Background: an optimization exercise with open tools, aiming at small area, a short achievable clock period and few clock cycles per item. Do not read the settings as production practice. At most, simulation tests tie the RTL to the original design; equivalence was not proved. Function not checked in run 5: the RTL went through the layout flow alone. Power figures rest on the tool's default switching activity, not on a simulated workload.

==> flow/design.v (outline; a module is shown in full before it is edited, if it fits) <==
// module booth_enc: 17 lines
// module modmul: 1118 lines
// module bfly_add1: 18 lines
// module bfly_red: 10 lines
// module g1_rom: 16 lines
// module ntt_core: 180 lines
module ntt_core #(
    parameter WIDTH = 24
)(
    input  wire          clk,
    input  wire          rst_n,
    input  wire          start,
    output reg           done,
    output reg  [7:0]    ram_addr_a,
    output reg           ram_we_a,
    output reg  [WIDTH-1:0] ram_wdata_a,
    input  wire [WIDTH-1:0] ram_rdata_a,
    output reg  [7:0]    ram_addr_b,
    output reg           ram_we_b,
    output reg  [WIDTH-1:0] ram_wdata_b,
    input  wire [WIDTH-1:0] ram_rdata_b
);
  // ...
==> flow/flow/run.sh <==
#!/bin/bash
# Layout flow: the standard ORFS flow (standard synthesis unchanged), with the
# setup repair aiming for more slack than the 10 ns clock needs, so that the
# resizer works on the design's real critical paths.
set -euo pipefail
MARGIN=$(cat flow/margin.txt)
bash standard.sh SETUP_SLACK_MARGIN=$MARGIN finish > standard.log 2>&1
==> flow/flow/margin.txt <==
6.6
==> flow/standard.sh <==
#!/bin/bash
# synth_recipe.tcl (not shown) runs the flow's synth.tcl, then flattens the netlist and writes it again
# the make line also repeats each setting of config.mk as NAME=value (left out here)
make -C /OpenROAD-flow-scripts/flow DESIGN_CONFIG=/design/flow/config.mk WORK_HOME=/design/flow/orfs CLKGATE_MAP_FILE= SYNTH_SCRIPT=/design/flow/synth_recipe.tcl "${@:-finish}"
==> flow/config.mk <==
export PLATFORM = sky130hd
export DESIGN_NAME = ntt_core
export DESIGN_NICKNAME = ntt_core
export VERILOG_FILES = /design/flow/design.v
export SDC_FILE = /design/flow/constraint.sdc
export NUM_CORES = 8
export LEC_CHECK = 0
export CAP_MARGIN = 20
export CORE_MARGIN = 2
export CORE_UTILIZATION = 40
export SLEW_MARGIN = 20
==> flow/constraint.sdc <==
create_clock -name core_clock -period 10.0 [get_ports {clk}]
set_input_delay 2.0000 -clock core_clock [delete_from_list [all_inputs] [get_ports {clk}]]
set_output_delay 2.0000 -clock core_clock [all_outputs]
set_load 0.01 [all_outputs]
==> impl_metrics.tcl, run 1 <==
set metrics [dict create \
    grt_overflow 0 \
    antenna_found_initial 4 \
    syn_area_um2 44200 \
    critical_path.slowest_cell "a211oi_1" \
    grt_start_max_net_pins 103 \
    grt_first_pass_wirelength_um 223000 \
    sh_seq_area_pct 25.8 \
    ys_seq_area_share_pct 28.7 \
    cts_root_buf "clkbuf_16" \
    path_buf_inv 3 \
    crit_arrival_ps 3860 \
    status "no timing/DRC/antenna violations" \
    nonClkBufAreaFrac_pct 3.75 \
    tightest_slew_ps 1150 \
    via_per_inst 5.89 \
    crit_chain "buf_4, inv_1, ha_1, buf_4, nor2_4, nor2_1, o21ai_0, a221oi_1, a211oi_1, a21oi_1" \
    ant_nets 0 \
    dp_slack_ps 6030 \
    first_global_vias 36600 \
    dieArea_um2 113000 \
    largest_register_ff_count 46 \
    hold_viol_final 0 \
    dieHeight_um 336 \
    synth_top_family_by_area "compound AO/OA/AOI/OAI gates" \
    routed.top_layer "met4" \
    pwr-share-clk_pct 23.7 \
    final_cell_count_no_fill 6503 \
    regMostFlops "u_mul.p" \
    cp_top_family "compound AO/OA/AOI/OAI gates" \
    top_regs "u_mul.p: 46 flops, u_mul.t1: 34 flops, DA: 25 flops" \
    use_met3_pct 4.76 \
    num_antenna_cells 1 \
    clk_pin_slew_worst_paths_ps 70 \
    synthArstFlopShare_pct 4.55 \
    nNonClkBuffers 219 \
    multi_input_area_share_pct 58.7 \
    p_int_w 0.00722 \
    max_freq_ghz 0.294 \
    cp-start-kind "flip-flop" \
    use_met2_pct 38.4 \
]
Testbench counts, summed over its fixed seeds: cycles 24,920, transforms 24.
==> run 2, diff against run 1 <==
==> flow/flow/margin.txt (replaced) <==
6.7
==> run 2 against run 1 <==
Compared with the run above: die area is the same; critical path type is now flip-flop to output port; largest cell class unchanged; combinational power grew 2%; critical endpoint is now ram_addr_a[6]; sequential share of layout area shrank 0.090 points; non-clock buffer count grew 23; synthesized cell count is the same; design area grew 0.81%; routed wire length grew 2.5%; fmax grew 4.0%; register-to-register slack gained 160 ps.
==> impl_metrics.tcl, run 2 <==
set metrics [dict create \
    r2r_setup_slack_ps 6760 \
    fin_tns_setup_ps 0 \
    yosysWarnings 2 \
    tightest_slew_ps 1190 \
    power_frac_comb_pct 45.4 \
    hold_viol_final 0 \
    max_freq_ghz 0.305 \
    synthXorXnorAreaFrac_pct 9.55 \
    critPathCaptureType "output port" \
    fp-row-count 121 \
    grt_setup_unrepaired "true" \
    p_int_w 0.00719 \
    synth_commonest_cells "564 x dfxtp_1, 374 x xnor2_1, 370 x nand2_1" \
    port_buffers 113 \
    synth_top_area_share_pct 25.6 \
    crit_type "flip-flop to output port" \
    ant_nets 0 \
    drt_pass1_iterations 7 \
    grt_start_max_net_pins 208 \
    yosys.area_share.simple_pct 11.0 \
    core_area_um2 109000 \
    synth_fa_ha_area_share_pct 19.1 \
    final_core_util_pct 45.8 \
    dieArea_um2 113000 \
    cpPeakStageDelay_ps 540 \
    cts_tree "done" \
    antenna_found_initial 3 \
    syn_area_um2 44200 \
    synth_top_area_cell "dfxtp_1" \
    cap_violations 0 \
    dp_slack_ps 5800 \
    ios 118 \
    hold_end "U2[10]" \
    synth_cells 5044 \
    yosysMostFrequentCell "dfxtp_1" \
    ctsHoldBuffers 0 \
    seq_power_share_pct 31.5 \
    hp-start "U3[10]" \
    htreeDepth 3 \
    regMostFlops "u_mul.p" \
    cp-start-kind "flip-flop" \
    swShare_pct 39.1 \
    synth.mux.area_fraction_pct 3.19 \
    synth_top_family_by_area "compound AO/OA/AOI/OAI gates" \
    layout_commonest_cell "dfxtp_1" \
    final_cell_mix "497 x dfxtp_1, 369 x nand2_1, 364 x xnor2_1" \
    power_density_nw_per_um2 236 \
    drt-met1-wl_um 63900 \
    syn_area_per_cell_um2 8.76 \
    ys_seq_area_share_pct 28.7 \
    drv_slew 0 \
    clk_pin_slew_worst_paths_ps 60 \
    synth_edf_count 23 \
    relSlewSlack_pct 20.3 \
    cts_buffers 72 \
    path_max_fanout 2 \
    ys_top_cells_by_area "dfxtp_1 26%, fa_1 10%, ha_1 9.0%" \
    whs_path_depth 0 \
    post_drt_wl_per_cell_um 23.1 \
    fin_nets 5588 \
    hpwl_um 105000 \
    route.met2.wl_um 66000 \
    dieHeight_um 336 \
    rr_worst_depth 11 \
    drc 0 \
    setup_violations 0 \
    worstSkewPairLatency_ps 650 \
    r2r_end "Z1[4]" \
    p_leak_nw 20.8 \
    worstPathRequired_ps 8000 \
    initial_core_util_pct 40.5 \
    synth_compound_area_share_pct 22.0 \
    top_regs "u_mul.p: 46 flops, u_mul.t1: 34 flops, DA: 25 flops" \
    hp-class "flip-flop to flip-flop" \
    synthFlopType "dfxtp_1" \
    grt_overflow 0 \
    ir_drop_mv 0.173 \
    cts.sinks 615 \
    switchingPower_w 0.00462 \
    area_delta_synth_final_pct 13.2 \
    grt_first_pass_wirelength_um 227000 \
    synth_cell_types 93 \
    fin_ws_ps 6730 \
    crit_chain "buf_6" \
    drt-total-wl_um 151000 \
    die_w_um 336 \
    cts_root_buf "clkbuf_16" \
    wl_met3_um 12800 \
    via_per_inst 5.92 \
    grt_util_all_layers_pct 25.9 \
    fin_crit_sh_pct 32.7 \
    num_antenna_cells 0 \
    skew_ps 51.1 \
    crit_arrival_ps 1270 \
    fin_crit_ps 3270 \
    place_congestion 0.990 \
    status "no timing/DRC/antenna violations" \
    clk_path_buf_depth 3 \
    vias 38700 \
    cp_top_family "flip-flops" \
    synthArstFlopShare_pct 4.55 \
    drtIter0Drc 4409 \
    largest_register_ff_count 46 \
    drive_gt1_share_pct 11.7 \
    worstReg2RegStart "tidx[0]" \
    ys_ff_latch 615 \
    critical_path.slowest_cell "dfstp_2" \
    path_buf_inv 1 \
    routed.top_layer "met5" \
    first_global_vias 37000 \
    pwr-share-clk_pct 23.1 \
]
==> run 2: power groups by stage <==
stage / registers [W] / clock network (W) / logic, W
2_1_floorplan: 0.00354 / 0 / 0.00371
3_3_place_gp: 0.00374 / 0 / 0.00502
3_5_place_dp: 0.00374 / 0 / 0.00505
4_1_cts: 0.00372 / 0.00279 / 0.00523
5_1_grt: 0.00380 / 0.00289 / 0.00595
6_report: 0.00372 / 0.00273 / 0.00537
==> run 2: layout make-up <==
cell class              instances  area, um2
clock buffers                  95       1980
clock inverters                39        514
fillers                     10600      59100
inverters                     378       1460
multi-input cells            3687      29200
flip-flops and latches        615      12900
well taps                    1476       1850
repair buffers                242       2100
repair inverters                1       5.00
==> run 2: layer usage <==
layer | vias to the layer above | track usage [%]
li1 | 17600 | -
met2 | 2022 | 39.6
met5 | - | 0
met1 | 18600 | 35.4
met3 | 484 | 4.18
met4 | 4 | 12.9
==> run 2: cell families after synthesis <==
| kind of cell | after synthesis |
|---|---|
| multiplexers | 111 |
| buffers and inverters | 743 |
| other | 1 |
| AO/OA/AOI/OAI | 1482 |
| flip-flops | 615 |
| AND/OR/NAND/NOR | 1068 |
| adder cells (fa/ha/maj) | 543 |
| XOR/XNOR | 481 |
==> run 2: through the flow <==
stage	hold slack [ps]	instance area (um2)	power, W	cells
2_1_floorplan	310	44200	0.00726	5045
4_1_cts	310	49400	0.0117	6513
6_report	305	50000	0.0118	6533
3_5_place_dp	312	46500	0.00880	6355
5_1_grt	324	50000	0.0126	6533
3_3_place_gp	310	46500	0.00876	6355
==> run 2: how the worst max path moves through the flow <==
stage,from,end,slack [ps],cells after the start
2_1_floorplan,V[21],u_mul.c66,6710,10
6_report,ram_addr_a[6],ram_addr_a[6],6730,1
3_3_place_gp,tidx[0],Z0[4],5730,9
4_1_cts,u_mul.t1[1],u_mul.r[23],6680,12
5_1_grt,cn[1],tidxn[1],6560,10
3_5_place_dp,tidx[0],Z0[4],5800,9
==> run 2: timing repair <==
item,4_1_cts,5_1_grt
gates resized for setup,333,116
endpoints found under the setup margin,209,122
hold endpoints to repair,0,0
cloned,0,2
pin swaps,19,29
setup buffers,24,18
==> run 3, diff against run 2 <==
--- a/flow/config.mk
+++ b/flow/config.mk
@@ -9,3 +9,3 @@
 export CORE_MARGIN = 2
-export CORE_UTILIZATION = 40
+export CORE_UTILIZATION = 60
 export SLEW_MARGIN = 20
==> run 3 against run 2 <==
Compared with the run above: critical path depth grew 7; area after synthesis is the same; design area shrank 1.6%; first-iteration DRC count grew 22%; cell count shrank 8.2%; sequential power is essentially flat.
==> impl_metrics.tcl, run 3 <==
set metrics [dict create \
    drt-total-wl_um 144000 \
    synth_cell_types 93 \
    synth_commonest_cells "564 x dfxtp_1, 374 x xnor2_1, 370 x nand2_1" \
    cp-start-kind "flip-flop" \
    critical_path.slowest_cell "dfxtp_2" \
    ys_top_cells_by_area "dfxtp_1 26%, fa_1 10%, ha_1 9.0%" \
    syn_area_um2 44200 \
    post_drt_wl_per_cell_um 24.0 \
    p_leak_nw 20.7 \
    cp_top_family "compound AO/OA/AOI/OAI gates" \
    initial_core_util_pct 60.6 \
    grt_overflow 0 \
    syn_area_per_cell_um2 8.76 \
    max_freq_ghz 0.298 \
    synth_cells 5044 \
    tightest_slew_ps 1180 \
    htreeDepth 3 \
    crit_chain "buf_4, nand2_1, nand2_1, o21ai_0, nand2_1, o21ai_0, o21ai_0, o21ai_0" \
    layout_commonest_cell "dfxtp_1" \
    synth_top_area_share_pct 25.6 \
    ios 118 \
    ir_drop_mv 0.388 \
    clk_path_buf_depth 3 \
    port_buffers 113 \
    ant_nets 0 \
    cts_buffers 70 \
    drc 0 \
    worstPathRequired_ps 10430 \
    crit_type "flip-flop to flip-flop" \
    grt_setup_unrepaired "true" \
    largest_register_ff_count 46 \
    antenna_found_initial 3 \
    fin_crit_sh_pct 33.5 \
    place_congestion 1.01 \
    path_buf_inv 1 \
    top_regs "u_mul.p: 46 flops, u_mul.t1: 34 flops, DA: 25 flops" \
    regMostFlops "u_mul.p" \
    cts_root_buf "clkbuf_16" \
    fin_tns_setup_ps 0 \
    vias 38800 \
    fin_crit_ps 3350 \
    path_max_fanout 46 \
    relSlewSlack_pct 21.2 \
    hpwl_um 98400 \
    cts_tree "done" \
    power_density_nw_per_um2 242 \
    dieArea_um2 75800 \
    ys_seq_area_share_pct 28.7 \
    ys_ff_latch 615 \
    crit_arrival_ps 3780 \
    dieHeight_um 275 \
    die_w_um 275 \
    drtIter0Drc 5398 \
    drt_pass1_iterations 7 \
    yosysWarnings 2 \
    synth_top_area_cell "dfxtp_1" \
    core_area_um2 73000 \
    clk_pin_slew_worst_paths_ps 60 \
    cts.sinks 615 \
    fin_nets 5573 \
    area_delta_synth_final_pct 11.4 \
    synthFlopType "dfxtp_1" \
    first_global_vias 36800 \
    setup_violations 0 \
    power_w 0.0119 \
    skew_ps 64.4 \
    worstSkewPairLatency_ps 640 \
    num_antenna_cells 0 \
    drive_gt1_share_pct 10.7 \
    final_cell_mix "505 x dfxtp_1, 369 x nand2_1, 368 x xnor2_1" \
    fp-row-count 99 \
    status "no timing/DRC/antenna violations" \
    hp-class "flip-flop to flip-flop" \
    grt_start_max_net_pins 207 \
    synth_edf_count 23 \
    via_per_inst 6.47 \
    cap_violations 0 \
    cpPeakStageDelay_ps 720 \
    ctsHoldBuffers 0 \
    synthArstFlopShare_pct 4.55 \
    final_core_util_pct 67.4 \
    grt_util_all_layers_pct 36.9 \
    grt_first_pass_wirelength_um 216000 \
    drv_slew 0 \
    critPathCaptureType "flip-flop" \
    yosysMostFrequentCell "dfxtp_1" \
    hold_viol_final 0 \
    cp_common_cell "o21ai_0" \
]
==> run 3: cell counts after synthesis <==
No cell type changed its count.
==> run 3: metal layers <==
metal | track usage (%) | share of wire [%] | up-vias
met5 | 0 | 0.017 | -
met4 | 17.3 | 5.1 | 4
met3 | 7.48 | 10 | 504
met2 | 56.8 | 44 | 2267
met1 | 49.8 | 41 | 18500
li1 | - | - | 17600
==> run 3: logic make-up after synthesis <==
kind of cell | Yosys count | synth area share, %
AOI/OAI and AO/OA | 1482 | 22.0
xor gates and xnor gates | 481 | 9.55
adders and majority gates | 543 | 19.1
buffers and inverters | 743 | 6.40
DFF | 615 | 28.7
muxes | 111 | 3.19
other | 1 | 0.00849
and+or+nand+nor | 1068 | 11.0
==> run 3: timing repair <==
item / in CTS / in global routing
endpoints found under the setup margin: 210 / 131
pin swaps: 20 / 25
resized for setup: 244 / 117
setup buffers: 14 / 30
==> run 3: path summary, 6_finish.rpt <==
check                                     end  depth (start not counted)  slack, ps  startpoint
min in group asynchronous       ram_addr_b[4]                          2       1760       rst_n
worst min register to register         U1[22]                          0        320      U2[22]
worst max-delay path                   Z0[12]                          8       6650    tidxn[2]
worst max register to register         Z0[12]                          8       6650    tidxn[2]
worst min-delay path                   U1[22]                          0        320      U2[22]
max in group asynchronous               cn[0]                          2       7920       rst_n
==> run 3: stage by stage <==
| step | worst slack [ps] | hold slack, ps | cell area, um2 | instances |
|---|---|---|---|---|
| after detailed placement | 5610 | 312 | 45700 | 5825 |
| final | 6650 | 321 | 49200 | 5997 |
| after global routing | 6650 | 325 | 49200 | 5997 |
| after CTS | 6660 | 317 | 48700 | 5967 |
| after global placement | 5520 | 310 | 45700 | 5825 |
| after floorplan | 6710 | 310 | 44200 | 5045 |
==> run 3: cell type report <==
cell class / instances / area (um2)
Multi-Input combinational cell: 3687 / 29200
Clock buffer: 92 / 2010
Inverter: 378 / 1460
Fill cell: 6013 / 23800
Tap cell: 959 / 1200
Timing Repair Buffer: 230 / 2040
Clock inverter: 36 / 485
Sequential cell: 615 / 12800
==> run 3: where the power goes <==
part           switching (W)  internal, W  leakage, nW
logic                0.00307      0.00241         14.2
registers           0.000507      0.00319         5.30
clock network        0.00111      0.00160         1.21
total                0.00468      0.00721         20.7
==> run 4, diff against run 3 <==
--- a/flow/config.mk
+++ b/flow/config.mk
@@ -9,3 +9,3 @@
 export CORE_MARGIN = 2
-export CORE_UTILIZATION = 60
+export CORE_UTILIZATION = 50
 export SLEW_MARGIN = 20
==> run 4 against run 3 <==
Compared with the run above: utilization fell by 11 points; first-iteration DRC count fell by 18%; combinational power barely moved; total power fell by 1.6%; sequential cell count did not move; synthesized cell count did not move; cell count rose by 3.8%; register-to-register slack got worse by 50 ps; sequential share of layout area fell by 0.19 points; clock power fell by 6%; critical endpoint is now Z0[18]; highest routed layer is now met4.
==> impl_metrics.tcl, run 4 <==
set metrics [dict create \
    status "no timing/DRC/antenna violations" \
    antenna_found_initial 0 \
    synthArstFlopShare_pct 4.55 \
    relSlewSlack_pct 31.0 \
    hold_end "U2[15]" \
    tightest_slew_ps 1020 \
    final_cell_count_no_fill 6222 \
    core_area_um2 88000 \
    worstPathRequired_ps 10450 \
    ant_nets 0 \
    critPathCaptureType "flip-flop" \
    cp_common_cell "a211oi_1" \
    p_leak_nw 20.7 \
    whs_ps 317 \
    worstSkewPairLatency_ps 640 \
    fin_tns_setup_ps 0 \
    drc 0 \
    largest_register_ff_count 46 \
    post_drt_wl_per_cell_um 23.8 \
    drive_gt1_share_pct 11.8 \
    syn_area_per_cell_um2 8.76 \
    drt-total-wl_um 148000 \
    regMostFlops "u_mul.p" \
    area_delta_synth_final_pct 12.1 \
    cpPeakStageDelay_ps 720 \
    skew_ps 36.3 \
    hold_viol_final 0 \
    synthFlopType "dfxtp_1" \
    clk_path_buf_depth 3 \
    ctsHoldBuffers 0 \
    place_inst 6042 \
    cp-start-kind "flip-flop" \
    drtIter0Drc 4434 \
    yosysMostFrequentCell "dfxtp_1" \
    grt_setup_unrepaired "true" \
    cts_buffers 69 \
    r2r_setup_slack_ps 6600 \
    cp_top_family "compound AO/OA/AOI/OAI gates" \
    ys_seq_area_share_pct 28.7 \
    syn_area_um2 44200 \
    clk_pin_slew_worst_paths_ps 60 \
    drt_pass1_iterations 6 \
    fin_nets 5592 \
    via_per_inst 6.18 \
    setup_violations 0 \
    yosysWarnings 2 \
    layout_commonest_cell "dfxtp_1" \
    cts_tree "done" \
    hpwl_um 102000 \
    grt_first_pass_wirelength_um 223000 \
    crit_arrival_ps 3850 \
    crit_chain "ha_1, nor2b_1, nor3_1, a311oi_1, a211oi_1, a211oi_1, a21oi_1" \
    drv_slew 0 \
    path_buf_inv 0 \
    crit_type "flip-flop to flip-flop" \
    cap_violations 0 \
    power_density_nw_per_um2 236 \
    r2r_end "Z0[18]" \
    num_antenna_cells 0 \
    synth_commonest_cells "564 x dfxtp_1, 374 x xnor2_1, 370 x nand2_1" \
    grt_start_max_net_pins 91 \
    max_freq_ghz 0.294 \
    fin_crit_ps 3400 \
    hp-start "U3[15]" \
    ir_drop_mv 0.315 \
    fin_crit_sh_pct 34.0 \
    critical_path.slowest_cell "nor2b_1" \
    synth_cells 5044 \
    dieHeight_um 301 \
    rr_worst_depth 7 \
    grt_overflow 0 \
    synth_edf_count 23 \
    fp-row-count 109 \
    final_cell_mix "505 x dfxtp_1, 369 x nand2_1, 365 x xnor2_1" \
    whs_path_depth 0 \
    synth_top_area_share_pct 25.6 \
    path_max_fanout 19 \
    initial_core_util_pct 50.2 \
    port_buffers 113 \
    top_regs "u_mul.p: 46 flops, u_mul.t1: 34 flops, DA: 25 flops" \
    synth_top_area_cell "dfxtp_1" \
    hp-class "flip-flop to flip-flop" \
    ys_top_cells_by_area "dfxtp_1 26%, fa_1 10%, ha_1 9.0%" \
    first_global_vias 36500 \
    htreeDepth 3 \
    dp_slack_ps 5380 \
    dieArea_um2 90800 \
    grt_util_all_layers_pct 31.9 \
    ys_ff_latch 615 \
    worstReg2RegStart "tidxn[1]" \
    synth_cell_types 93 \
    ios 118 \
    place_congestion 1.01 \
    cts_root_buf "clkbuf_16" \
    cts.sinks 615 \
    fin_ws_ps 6600 \
    die_w_um 301 \
    vias 38500 \
]
-- run 4: cell types whose count changed in the layout (fill, tap and decap cells not counted), sizes merged --
cell           delta
clkdlybuf4s15     -9
dlygate4sd2       -7
buf              +26
clkinvlp          +2
bufinv            -3
inv               +3
clkinv            +4
clkbuf            +3
-- run 4: cells by family (layout without fill, tap and decap cells) --
logic type      after synthesis  count (layout)  synth area share [%]
simple gates               1068            1068                  11.0
other cells                   1               2               0.00849
fa+ha+maj                   543             543                  19.1
flops                       615             615                  28.7
xor+xnor                    481             481                  9.55
mux                         111             111                  3.19
compound gates             1482            1482                  22.0
buf+inv                     743             755                  6.40
-- run 4: final cells by class --
cell class,instances,area (um2)
sequential,615,12800
clock inverter,42,419
timing repair buffer,250,2140
inverter,378,1460
multi-input combinational,3687,29300
fill,8090,38400
clock buffer,85,1890
tap,1165,1460
-- run 4: repair_timing --
item / 4_1_cts / 5_1_grt
pin swaps: 20 / 30
setup endpoints to repair: 208 / 157
cloned: 0 / 0
setup buffers: 20 / 33
resized for setup: 273 / 147
-- run 4: power by group --
| part | switching (W) | leakage (nW) | internal [W] |
|---|---|---|---|
| clock | 0.00109 | 1.13 | 0.00145 |
| sequential | 0.000499 | 5.29 | 0.00320 |
| combinational | 0.00301 | 14.3 | 0.00244 |
-- run 4: stage by stage --
step / area [um2] / utilization, % / total power, W
finish: 49500 / 56.3 / 0.0117
floorplan: 44200 / - / 0.00726
global placement: 46000 / 52.3 / 0.00878
detailed placement: 46000 / 52.3 / 0.00877
global route: 49500 / 56.3 / 0.0125
CTS: 48800 / 55.5 / 0.0115
-- run 4: routing by layer --
layer	up-vias	global-route usage, %	wire [um]
met4	0	12.7	6330
met5	-	0	0
li1	17600	-	-
met2	1954	48.6	65300
met1	18500	44.2	63000
met3	403	6.27	13500
-- run 4: worst register-to-register path: stages, from the launching register on --
cell and delay, ps:
dfxtp_2 690, ha_1 420, nor2b_1 730, nor3_1 110, a311oi_1 480, a211oi_1 120
a211oi_1 590, a21oi_1 110
-- run 4: worst max-delay path by stage --
stage	from	end	slack (ps)	cells after the start
2_1_floorplan	V[21]	u_mul.c66	6710	10
3_3_place_gp	tidxn[1]	Z0[18]	5310	9
3_5_place_dp	tidxn[1]	Z0[18]	5380	8
4_1_cts	tidxn[1]	Z0[18]	6550	8
5_1_grt	ram_addr_a[0]	ram_addr_b[0]	6580	3
6_report	tidxn[1]	Z0[18]	6600	7
==> module ntt_core, before the edit <==
module ntt_core #(
    parameter WIDTH = 24
)(
    input  wire          clk,
    input  wire          rst_n,
    input  wire          start,
    output reg           done,
    output reg  [7:0]    ram_addr_a,
    output reg           ram_we_a,
    output reg  [WIDTH-1:0] ram_wdata_a,
    input  wire [WIDTH-1:0] ram_rdata_a,
    output reg  [7:0]    ram_addr_b,
    output reg           ram_we_b,
    output reg  [WIDTH-1:0] ram_wdata_b,
    input  wire [WIDTH-1:0] ram_rdata_b
);
    localparam [10:0] CC_LAST = 11'd1037;    
    reg        run;       
    reg [10:0] cn;        
    function [1:0] r2;
        input [1:0] x;
        r2 = {x[0], x[1]};
    endfunction
    function [7:0] posr;
        input [7:0] g;
        input [1:0] e;
        begin
            case (g[7:6])
                2'd0: posr = {e, g[5:0]};
                2'd1: posr = {g[5:4], e, g[3:0]};
                2'd2: posr = {g[5:4], g[1:0], e, g[3:2]};
                default: posr = {g[1:0], r2(g[3:2]), r2(g[5:4]), e};
            endcase
        end
    endfunction
    function [7:0] posw;
        input [7:0] g;
        input [1:0] e;
        begin
            case (g[7:6])
                2'd0: posw = {e, g[5:0]};
                2'd1: posw = {g[5:4], e, g[3:0]};
                2'd2: posw = {g[5:4], r2(e), r2(g[1:0]), g[3:2]};
                default: posw = {r2(e), r2(g[3:2]), r2(g[5:4]), r2(g[1:0])};
            endcase
        end
    endfunction
    function [5:0] nat;
        input [7:0] g;
        begin
            case (g[7:6])
                2'd0, 2'd1: nat = g[5:0];
                2'd2: nat = {g[5:4], g[1:0], g[3:2]};
                default: nat = {g[1:0], g[5:4], g[3:2]};
            endcase
        end
    endfunction
    wire [8:0]  kn   = cn[10:2];
    wire [8:0]  kw1  = kn - 9'd3;               
    wire [8:0]  kw2  = kn - 9'd4;               
    wire        rd_n = run && (kn[8] == 1'b0) && (cn[0] == 1'b0);
    wire        w1_n = run && (cn[1:0] == 2'd3) && (kn >= 9'd3) && (kw1[8] == 1'b0);
    wire        w2_n = run && (cn[1:0] == 2'd1) && (kn >= 9'd4) && (kw2[8] == 1'b0);
    reg  [22:0] V;                  
    reg  [22:0] H;                  
    reg  [24:0] SA, DA;             
    reg  [22:0] U1, U2, U3, U4, U5; 
    reg  [7:0]  tidx;               
    reg  [6:0]  tidxn;              
    reg  [22:0] Z0, Z1;             
    reg         Zs;                 
    wire [22:0] Z = Zs ? Z1 : Z0;   
    reg  [11:0] Wn, W1, W2;         
    wire [23:0] T;                  
    wire [24:0] SA_n, DA_n;
    wire [22:0] S_n, D_n;
    wire [22:0] z_rom0, z_rom1;
    wire [11:0] zn, z1, z2;
    wire [1:0]  ph = cn[1:0] - 2'd1;     
    wire [22:0] S  = ram_wdata_a[22:0];    
    wire [22:0] D  = ram_wdata_b[22:0];
    wire [10:0] ci  = cn + 11'd2;
    wire [7:0]  gk  = ci[9:2];
    wire [7:0]  gq1 = (ci[1:0] == 2'd2) ? gk : gk - 8'd1;    
    wire [7:0]  gq2 = gk - 8'd2;                             
    wire [7:0]  gz1 = {gq1[7:6], nat(gq1)};
    wire [7:0]  gz2 = {gq2[7:6], nat(gq2)};
    reg  [7:0]  tidx_n;
    always @(*) begin
        if (!run) begin
            tidx_n = 8'd1;
        end else if (ci[0] == 1'b0) begin
            case (gz1[7:6])
                2'd0: tidx_n = 8'd1;
                2'd1: tidx_n = {6'b000001, gz1[5:4]};
                2'd2: tidx_n = {4'b0001, gz1[5:2]};
                default: tidx_n = {2'b01, gz1[5:0]};
            endcase
        end else begin
            case (gz2[7:6])
                2'd0: tidx_n = {7'b0000001, ci[1]};
                2'd1: tidx_n = {5'b00001, gz2[5:4], ci[1]};
                2'd2: tidx_n = {3'b001, gz2[5:2], ci[1]};
                default: tidx_n = {1'b1, gz2[5:0], ci[1]};
            endcase
        end
    end
    g1_rom u_rom (.k(tidx[6:0]), .kn(tidxn), .z0(z_rom0), .z1(z_rom1));
    booth_enc u_enc (.b(Z), .bn(zn), .b1(z1), .b2(z2));
    modmul u_mul (.clk(clk), .a(V), .bn(Wn), .b1(W1), .b2(W2), .r(T));
    bfly_add1 u_as1 (.u(U1), .x(T), .s(SA_n), .d(DA_n));
    bfly_red  u_rs  (.a(SA), .r(S_n));
    bfly_red  u_rd  (.a(DA), .r(D_n));
    always @(posedge clk) begin
        tidx <= tidx_n;
        tidxn <= ~tidx_n[6:0];
        Z0   <= z_rom0;
        Z1   <= z_rom1;
        Zs   <= tidx[7];
        Wn   <= zn;
        W1   <= z1;
        W2   <= z2;
        SA   <= SA_n;
        DA   <= DA_n;
        if (ph == 2'd0) H <= D;
        case (ph)
            2'd1, 2'd3: V <= ram_rdata_b[22:0];
            2'd0:       V <= S;
            default:    V <= H;
        endcase
        ram_wdata_a <= {1'b0, S_n};
        ram_wdata_b <= {1'b0, D_n};
        U1 <= U2;
        U2 <= U3;
        U3 <= (ph == 2'd2) ? S : U4;
        U4 <= U5;
        U5 <= (ph == 2'd2) ? D : ram_rdata_a[22:0];
    end
    always @(posedge clk or negedge rst_n) begin
        if (!rst_n) begin
            run <= 1'b0; done <= 1'b0;
            cn <= 11'd1;
            ram_we_a <= 1'b0; ram_we_b <= 1'b0;
            ram_addr_a <= 8'd64; ram_addr_b <= 8'd192;
        end else begin
            done <= 1'b0;
            if (!run) begin
                ram_we_a <= 1'b0; ram_we_b <= 1'b0;
                cn <= 11'd1;
                if (start) begin
                    run <= 1'b1;
                    cn <= 11'd2;
                end
            end else if (run) begin
                cn <= cn + 11'd1;
                if (cn == CC_LAST + 11'd1) begin
                    run <= 1'b0;
                    done <= 1'b1;
                    cn <= 11'd1;
                    ram_we_a <= 1'b0; ram_we_b <= 1'b0;
                    ram_addr_a <= 8'd64; ram_addr_b <= 8'd192;
                end else if (rd_n) begin
                    ram_we_a <= 1'b0; ram_we_b <= 1'b0;
                    ram_addr_a <= posr(kn[7:0], cn[1] ? 2'd0 : 2'd1);
                    ram_addr_b <= posr(kn[7:0], cn[1] ? 2'd2 : 2'd3);
                end else if (w1_n) begin
                    ram_we_a <= 1'b1; ram_we_b <= 1'b1;
                    ram_addr_a <= posw(kw1[7:0], 2'd0);
                    ram_addr_b <= posw(kw1[7:0], 2'd1);
                end else if (w2_n) begin
                    ram_we_a <= 1'b1; ram_we_b <= 1'b1;
                    ram_addr_a <= posw(kw2[7:0], 2'd2);
                    ram_addr_b <= posw(kw2[7:0], 2'd3);
                end else begin
                    ram_we_a <= 1'b0; ram_we_b <= 1'b0;
                end
            end
        end
    end
endmodule
==> run 5, diff against run 4 <==
--- a/flow/design.v
+++ b/flow/design.v
@@ -1201,8 +1201,9 @@
     reg        run;       
+    reg        prm;       
     reg [10:0] cn;        
-    function [1:0] r2;
-        input [1:0] x;
-        r2 = {x[0], x[1]};
-    endfunction
-    function [7:0] posr;
+    reg [2:0]  pj;        
+    reg [3:0]  pd;        
+    reg [1:0]  pm;        
+    wire idle = !run && !prm;
+    function [7:0] pos;
         input [7:0] g;
@@ -1211,6 +1212,6 @@
             case (g[7:6])
-                2'd0: posr = {e, g[5:0]};
-                2'd1: posr = {g[5:4], e, g[3:0]};
-                2'd2: posr = {g[5:4], g[1:0], e, g[3:2]};
-                default: posr = {g[1:0], r2(g[3:2]), r2(g[5:4]), e};
+                2'd0: pos = {e, g[5:0]};
+                2'd1: pos = {g[5:4], e, g[3:0]};
+                2'd2: pos = {g[5:2], e, g[1:0]};
+                default: pos = {g[5:0], e};
             endcase
@@ -1218,23 +1219,5 @@
     endfunction
-    function [7:0] posw;
-        input [7:0] g;
-        input [1:0] e;
-        begin
-            case (g[7:6])
-                2'd0: posw = {e, g[5:0]};
-                2'd1: posw = {g[5:4], e, g[3:0]};
-                2'd2: posw = {g[5:4], r2(e), r2(g[1:0]), g[3:2]};
-                default: posw = {r2(e), r2(g[3:2]), r2(g[5:4]), r2(g[1:0])};
-            endcase
-        end
-    endfunction
-    function [5:0] nat;
-        input [7:0] g;
-        begin
-            case (g[7:6])
-                2'd0, 2'd1: nat = g[5:0];
-                2'd2: nat = {g[5:4], g[1:0], g[3:2]};
-                default: nat = {g[1:0], g[5:4], g[3:2]};
-            endcase
-        end
+    function [3:0] brv4;
+        input [3:0] x;
+        brv4 = {x[0], x[1], x[2], x[3]};
     endfunction
@@ -1246,2 +1229,16 @@
     wire        w2_n = run && (cn[1:0] == 2'd1) && (kn >= 9'd4) && (kw2[8] == 1'b0);
+    wire [2:0]  pj_n   = (pj == 3'd5) ? 3'd0 : pj + 3'd1;
+    wire        pf_end = (pj == 3'd5);
+    wire        plast  = pf_end && (pd == 4'd8) && (pm == 2'd1);
+    wire [3:0]  pd_n   = (pf_end && ((pd != 4'd8 && pm == 2'd3))) ? pd + 4'd1 : pd;
+    wire [1:0]  pm_n   = pf_end ? ((pm == 2'd3 || (pd == 4'd8 && pm == 2'd1)) ? 2'd0 : pm + 2'd1) : pm;
+    wire        sec_n  = pj_n[0];
+    wire [3:0]  xa_n   = {pm_n, sec_n, 1'b0};
+    wire [3:0]  xb_n   = {pm_n, sec_n, 1'b1};
+    wire [3:0]  ya_n   = xa_n + pd_n;
+    wire [3:0]  yb_n   = xb_n + pd_n;
+    wire        useb_n = (pj_n[2:1] == 2'd1);     
+    wire [7:0]  pa_n   = useb_n ? {ya_n, brv4(xa_n)} : {xa_n, brv4(ya_n)};
+    wire [7:0]  pb_n   = useb_n ? {yb_n, brv4(xb_n)} : {xb_n, brv4(yb_n)};
+    wire        pwe_n  = (pj_n >= 3'd2);
     reg  [22:0] V;                  
@@ -1266,6 +1263,4 @@
     wire [7:0]  gk  = ci[9:2];
-    wire [7:0]  gq1 = (ci[1:0] == 2'd2) ? gk : gk - 8'd1;    
-    wire [7:0]  gq2 = gk - 8'd2;                             
-    wire [7:0]  gz1 = {gq1[7:6], nat(gq1)};
-    wire [7:0]  gz2 = {gq2[7:6], nat(gq2)};
+    wire [7:0]  gz1 = (ci[1:0] == 2'd2) ? gk : gk - 8'd1;    
+    wire [7:0]  gz2 = gk - 8'd2;                             
     reg  [7:0]  tidx_n;
@@ -1313,4 +1308,9 @@
         endcase
-        ram_wdata_a <= {1'b0, S_n};
-        ram_wdata_b <= {1'b0, D_n};
+        if (prm) begin
+            ram_wdata_a <= {1'b0, ram_rdata_a[22:0]};
+            ram_wdata_b <= {1'b0, ram_rdata_b[22:0]};
+        end else begin
+            ram_wdata_a <= {1'b0, S_n};
+            ram_wdata_b <= {1'b0, D_n};
+        end
         U1 <= U2;
@@ -1323,4 +1323,4 @@
         if (!rst_n) begin
-            run <= 1'b0; done <= 1'b0;
-            cn <= 11'd1;
+            run <= 1'b0; prm <= 1'b0; done <= 1'b0;
+            cn <= 11'd1; pj <= 3'd0; pd <= 4'd1; pm <= 2'd0;
             ram_we_a <= 1'b0; ram_we_b <= 1'b0;
@@ -1329,3 +1329,3 @@
             done <= 1'b0;
-            if (!run) begin
+            if (idle) begin
                 ram_we_a <= 1'b0; ram_we_b <= 1'b0;
@@ -1339,19 +1339,20 @@
                 if (cn == CC_LAST + 11'd1) begin
-                    run <= 1'b0;
-                    done <= 1'b1;
+                    run <= 1'b0; prm <= 1'b1;
                     cn <= 11'd1;
+                    pj <= 3'd0; pd <= 4'd1; pm <= 2'd0;
                     ram_we_a <= 1'b0; ram_we_b <= 1'b0;
-                    ram_addr_a <= 8'd64; ram_addr_b <= 8'd192;
+                    ram_addr_a <= {4'd0, brv4(4'd1)};
+                    ram_addr_b <= {4'd1, brv4(4'd2)};
                 end else if (rd_n) begin
                     ram_we_a <= 1'b0; ram_we_b <= 1'b0;
-                    ram_addr_a <= posr(kn[7:0], cn[1] ? 2'd0 : 2'd1);
-                    ram_addr_b <= posr(kn[7:0], cn[1] ? 2'd2 : 2'd3);
+                    ram_addr_a <= pos(kn[7:0], cn[1] ? 2'd0 : 2'd1);
+                    ram_addr_b <= pos(kn[7:0], cn[1] ? 2'd2 : 2'd3);
                 end else if (w1_n) begin
                     ram_we_a <= 1'b1; ram_we_b <= 1'b1;
-                    ram_addr_a <= posw(kw1[7:0], 2'd0);
-                    ram_addr_b <= posw(kw1[7:0], 2'd1);
+                    ram_addr_a <= pos(kw1[7:0], 2'd0);
+                    ram_addr_b <= pos(kw1[7:0], 2'd1);
                 end else if (w2_n) begin
                     ram_we_a <= 1'b1; ram_we_b <= 1'b1;
-                    ram_addr_a <= posw(kw2[7:0], 2'd2);
-                    ram_addr_b <= posw(kw2[7:0], 2'd3);
+                    ram_addr_a <= pos(kw2[7:0], 2'd2);
+                    ram_addr_b <= pos(kw2[7:0], 2'd3);
                 end else begin
@@ -1359,2 +1360,13 @@
                 end
+            end else begin
+                pj <= pj_n; pd <= pd_n; pm <= pm_n;
+                if (plast) begin
+                    prm <= 1'b0;
+                    done <= 1'b1;
+                    ram_we_a <= 1'b0; ram_we_b <= 1'b0;
+                    ram_addr_a <= 8'd64; ram_addr_b <= 8'd192;
+                end else begin
+                    ram_we_a <= pwe_n; ram_we_b <= pwe_n;
+                    ram_addr_a <= pa_n; ram_addr_b <= pb_n;
+                end
             end
==> flow/flow/margin.txt (replaced) <==
6.6
--- a/flow/config.mk
+++ b/flow/config.mk
@@ -9,3 +9,3 @@
 export CORE_MARGIN = 2
-export CORE_UTILIZATION = 50
+export CORE_UTILIZATION = 40
 export SLEW_MARGIN = 20
==> run 5 against run 4 <==
Compared with the run above: first-iteration DRC count increased by 4.1%; worst hold slack improved by 4.7 ps; total power is 2.9% higher; critical path type unchanged; largest cell class unchanged; combinational power is essentially flat; synthesized cell count grew 6.7%; die area increased by 29%.
==> impl_metrics.tcl, run 5 <==
set metrics [dict create \
    status "no timing/DRC/antenna violations" \
    ys_seq_area_share_pct 28.3 \
    crit_arrival_ps 3970 \
    worstPathRequired_ps 10540 \
    whs_path_depth 0 \
    synth_top_area_cell "dfxtp_1" \
    hp-start "U2[1]" \
    cts.sinks 627 \
    dieHeight_um 343 \
    place_congestion 1.00 \
    grt_first_pass_wirelength_um 236000 \
    grt_setup_unrepaired "true" \
    drive_gt1_share_pct 9.31 \
    layout_commonest_cell "dfxtp_1" \
    setup_violations 0 \
    fp-row-count 124 \
    fin_nets 5903 \
    ir_drop_mv 0.157 \
    top_regs "u_mul.p: 46 flops, u_mul.t1: 34 flops, DA: 25 flops" \
    ys_ff_latch 627 \
    grt_start_max_net_pins 97 \
    yosysMostFrequentCell "dfxtp_1" \
    fin_crit_sh_pct 34.2 \
    crit_chain "inv_2, fa_1, inv_2, ha_4, nor2_4, a211oi_4, a221oi_2, or4_4, a2111oi_4, buf_4, buf_6, nor2_4, o31ai_4, a41o_1, xor2_1" \
    power_w 0.0120 \
    tightest_slew_ps 976 \
    port_buffers 113 \
    cts_tree "done" \
    critPathCaptureType "flip-flop" \
    ant_nets 0 \
    p_leak_nw 21.3 \
    fin_tns_setup_ps 0 \
    cp_top_family "compound AO/OA/AOI/OAI gates" \
    synth_top_area_share_pct 24.6 \
    via_per_inst 5.92 \
    yosysWarnings 2 \
    drtIter0Drc 4617 \
    die_w_um 343 \
    initial_core_util_pct 40.2 \
    vias 40700 \
    relSlewSlack_pct 34.7 \
    ios 118 \
    synth_commonest_cells "564 x dfxtp_1, 424 x nand2_1, 410 x inv_1" \
    antenna_found_initial 9 \
    fin_crit_ps 3420 \
    drv_slew 0 \
    grt_overflow 0 \
    drc 0 \
    hold_viol_final 0 \
    power_density_nw_per_um2 233 \
    cts_buffers 73 \
    max_freq_ghz 0.292 \
    synth_edf_count 23 \
    area_delta_synth_final_pct 12.4 \
    grt_util_all_layers_pct 25.8 \
    cpPeakStageDelay_ps 540 \
    fin_ws_ps 6580 \
    syn_area_um2 45900 \
    drt-total-wl_um 156000 \
    drt_pass1_iterations 8 \
    final_cell_mix "536 x dfxtp_1, 418 x nand2_1, 406 x inv_1" \
    synthFlopType "dfxtp_1" \
    ctsHoldBuffers 0 \
    dp_slack_ps 5840 \
    skew_ps 26.1 \
    hp-class "flip-flop to flip-flop" \
    worstSkewPairLatency_ps 630 \
    htreeDepth 3 \
    clk_pin_slew_worst_paths_ps 60 \
    path_max_fanout 3 \
    clk_path_buf_depth 3 \
    post_drt_wl_per_cell_um 22.7 \
    largest_register_ff_count 46 \
    final_core_util_pct 45.2 \
    synth_cells 5380 \
    crit_type "flip-flop to flip-flop" \
    syn_area_per_cell_um2 8.53 \
    cap_violations 0 \
    hpwl_um 108000 \
    first_global_vias 38800 \
    worstReg2RegStart "u_mul.c8" \
    nFillCells 11100 \
    synth_cell_types 93 \
    rr_worst_depth 15 \
    cts_root_buf "clkbuf_16" \
    synthArstFlopShare_pct 6.38 \
    path_buf_inv 4 \
    dieArea_um2 117000 \
    critical_path_depth 15 \
    core_area_um2 114000 \
    cp-start-kind "flip-flop" \
    ys_top_cells_by_area "dfxtp_1 25%, fa_1 9.8%, ha_1 8.9%" \
    critPathLaunch "u_mul.c8" \
    critical_path.slowest_cell "fa_1" \
    regMostFlops "u_mul.p" \
]
[run 5: area by class of cell]
| cell class | count | area (um2) | share of cell area, % |
|---|---|---|---|
| Inverter | 423 | 1610 | 3.12 |
| Sequential cell | 627 | 13100 | 25.3 |
| Clock buffer | 96 | 2060 | 3.99 |
| Tap cell | 1512 | 1890 | 3.67 |
| Antenna cell | 3 | 7.51 | 0.0146 |
| Multi-Input combinational cell | 3947 | 30500 | 59.2 |
| Timing Repair Buffer | 230 | 1940 | 3.76 |
| Clock inverter | 39 | 488 | 0.946 |
[run 5: path summary, 6_finish.rpt]
kind | to | slack, ps
max | u_mul.p[43] | 6580
min | U1[1] | 320
max reg2reg | u_mul.p[43] | 6580
min reg2reg | U1[1] | 320
max in group asynchronous | cn[5] | 7890
min in group asynchronous | ram_addr_b[5] | 1490
[run 5: report_power, final]
part,internal [W],total [W],leakage [nW],switching (W)
clock,0.00165,0.00279,1.22,0.00113
combinational,0.00236,0.00548,14.6,0.00312
sequential,0.00324,0.00376,5.45,0.000529
[run 5: logic make-up after synthesis]
family          count (synthesis)  share of synthesized area (%)
compound gates               1577                           22.1
xor+xnor                      483                           9.22
fa+ha+maj                     552                           18.7
flops                         627                           28.3
other cells                     1                        0.00817
mux                           112                           2.98
simple gates                 1220                           12.0
buf+inv                       808                           6.67
[run 5: routing by layer]
layer  global-route usage, %  up-vias  part of all wire, %
met3                    3.89      451                  8.0
li1                        -    18700                    -
met2                    40.2     1922                   44
met5                       0        -                0.017
met4                    12.7        4                  4.9
met1                    34.8    19600                   43
[run 5: what timing repair did]
| item | 4_1_cts | 5_1_grt |
|---|---|---|
| buffers inserted | 12 | 17 |
| resized for setup | 151 | 105 |
| endpoints found under the setup margin | 192 | 105 |
| pin swaps | 19 | 28 |
| gates cloned | 0 | 1 |
[run 5: through the flow]
step | cell area, um2 | hold WS, ps | std cells
2_1_floorplan | 45900 | 310 | 5381
3_3_place_gp | 48100 | 310 | 6709
3_5_place_dp | 48100 | 312 | 6709
4_1_cts | 51000 | 322 | 6856
5_1_grt | 51600 | 330 | 6876
6_report | 51600 | 321 | 6877

[port drivers added, routing unchanged]
No port has a modelled driver above. Below, the same layouts with a new extraction and two added sets of constraints. Step 1 (the two cells are an assumption about what drives the block):
set clk [get_ports {clk}]
set_driving_cell -lib_cell sky130_fd_sc_hd__clkbuf_16 $clk
set_driving_cell -lib_cell sky130_fd_sc_hd__buf_2 [delete_from_list [all_inputs] $clk]
Step 2 adds t to the input delays and takes it off the output delays; t is the mean of the earliest and latest rising clock arrival at the registers after step 1. Input paths then give back, and output paths get back, about the clock's delay inside the block. Slacks: no drivers / after step 1 / after step 2; pairs: no drivers / after step 1.
| run | t (ns) | slack for setup (ns) | worst hold slack (ns) | worst register clock-pin slew, ns |
|---|---|---|---|---|
| run 1 | 0.697 | 6.596 / 6.591 / 6.419 | 0.311 / 0.311 / 0.311 | 0.07 / 0.07 |
| run 2 | 0.693 | 6.726 / 6.663 / 6.509 | 0.305 / 0.305 / 0.305 | 0.07 / 0.07 |
| run 3 | 0.678 | 6.646 / 6.635 / 6.459 | 0.321 / 0.321 / 0.321 | 0.07 / 0.07 |
| run 4 | 0.685 | 6.599 / 6.565 / 6.407 | 0.317 / 0.317 / 0.317 | 0.07 / 0.07 |
| run 5 | 0.694 | 6.577 / 6.577 / 6.577 | 0.321 / 0.321 / 0.321 | 0.07 / 0.07 |
After both steps every run listed still meets setup and hold. For run 2, which loses most, drivers alone change the setup slack by -0.063 ns; drivers and shift together by -0.217 ns.
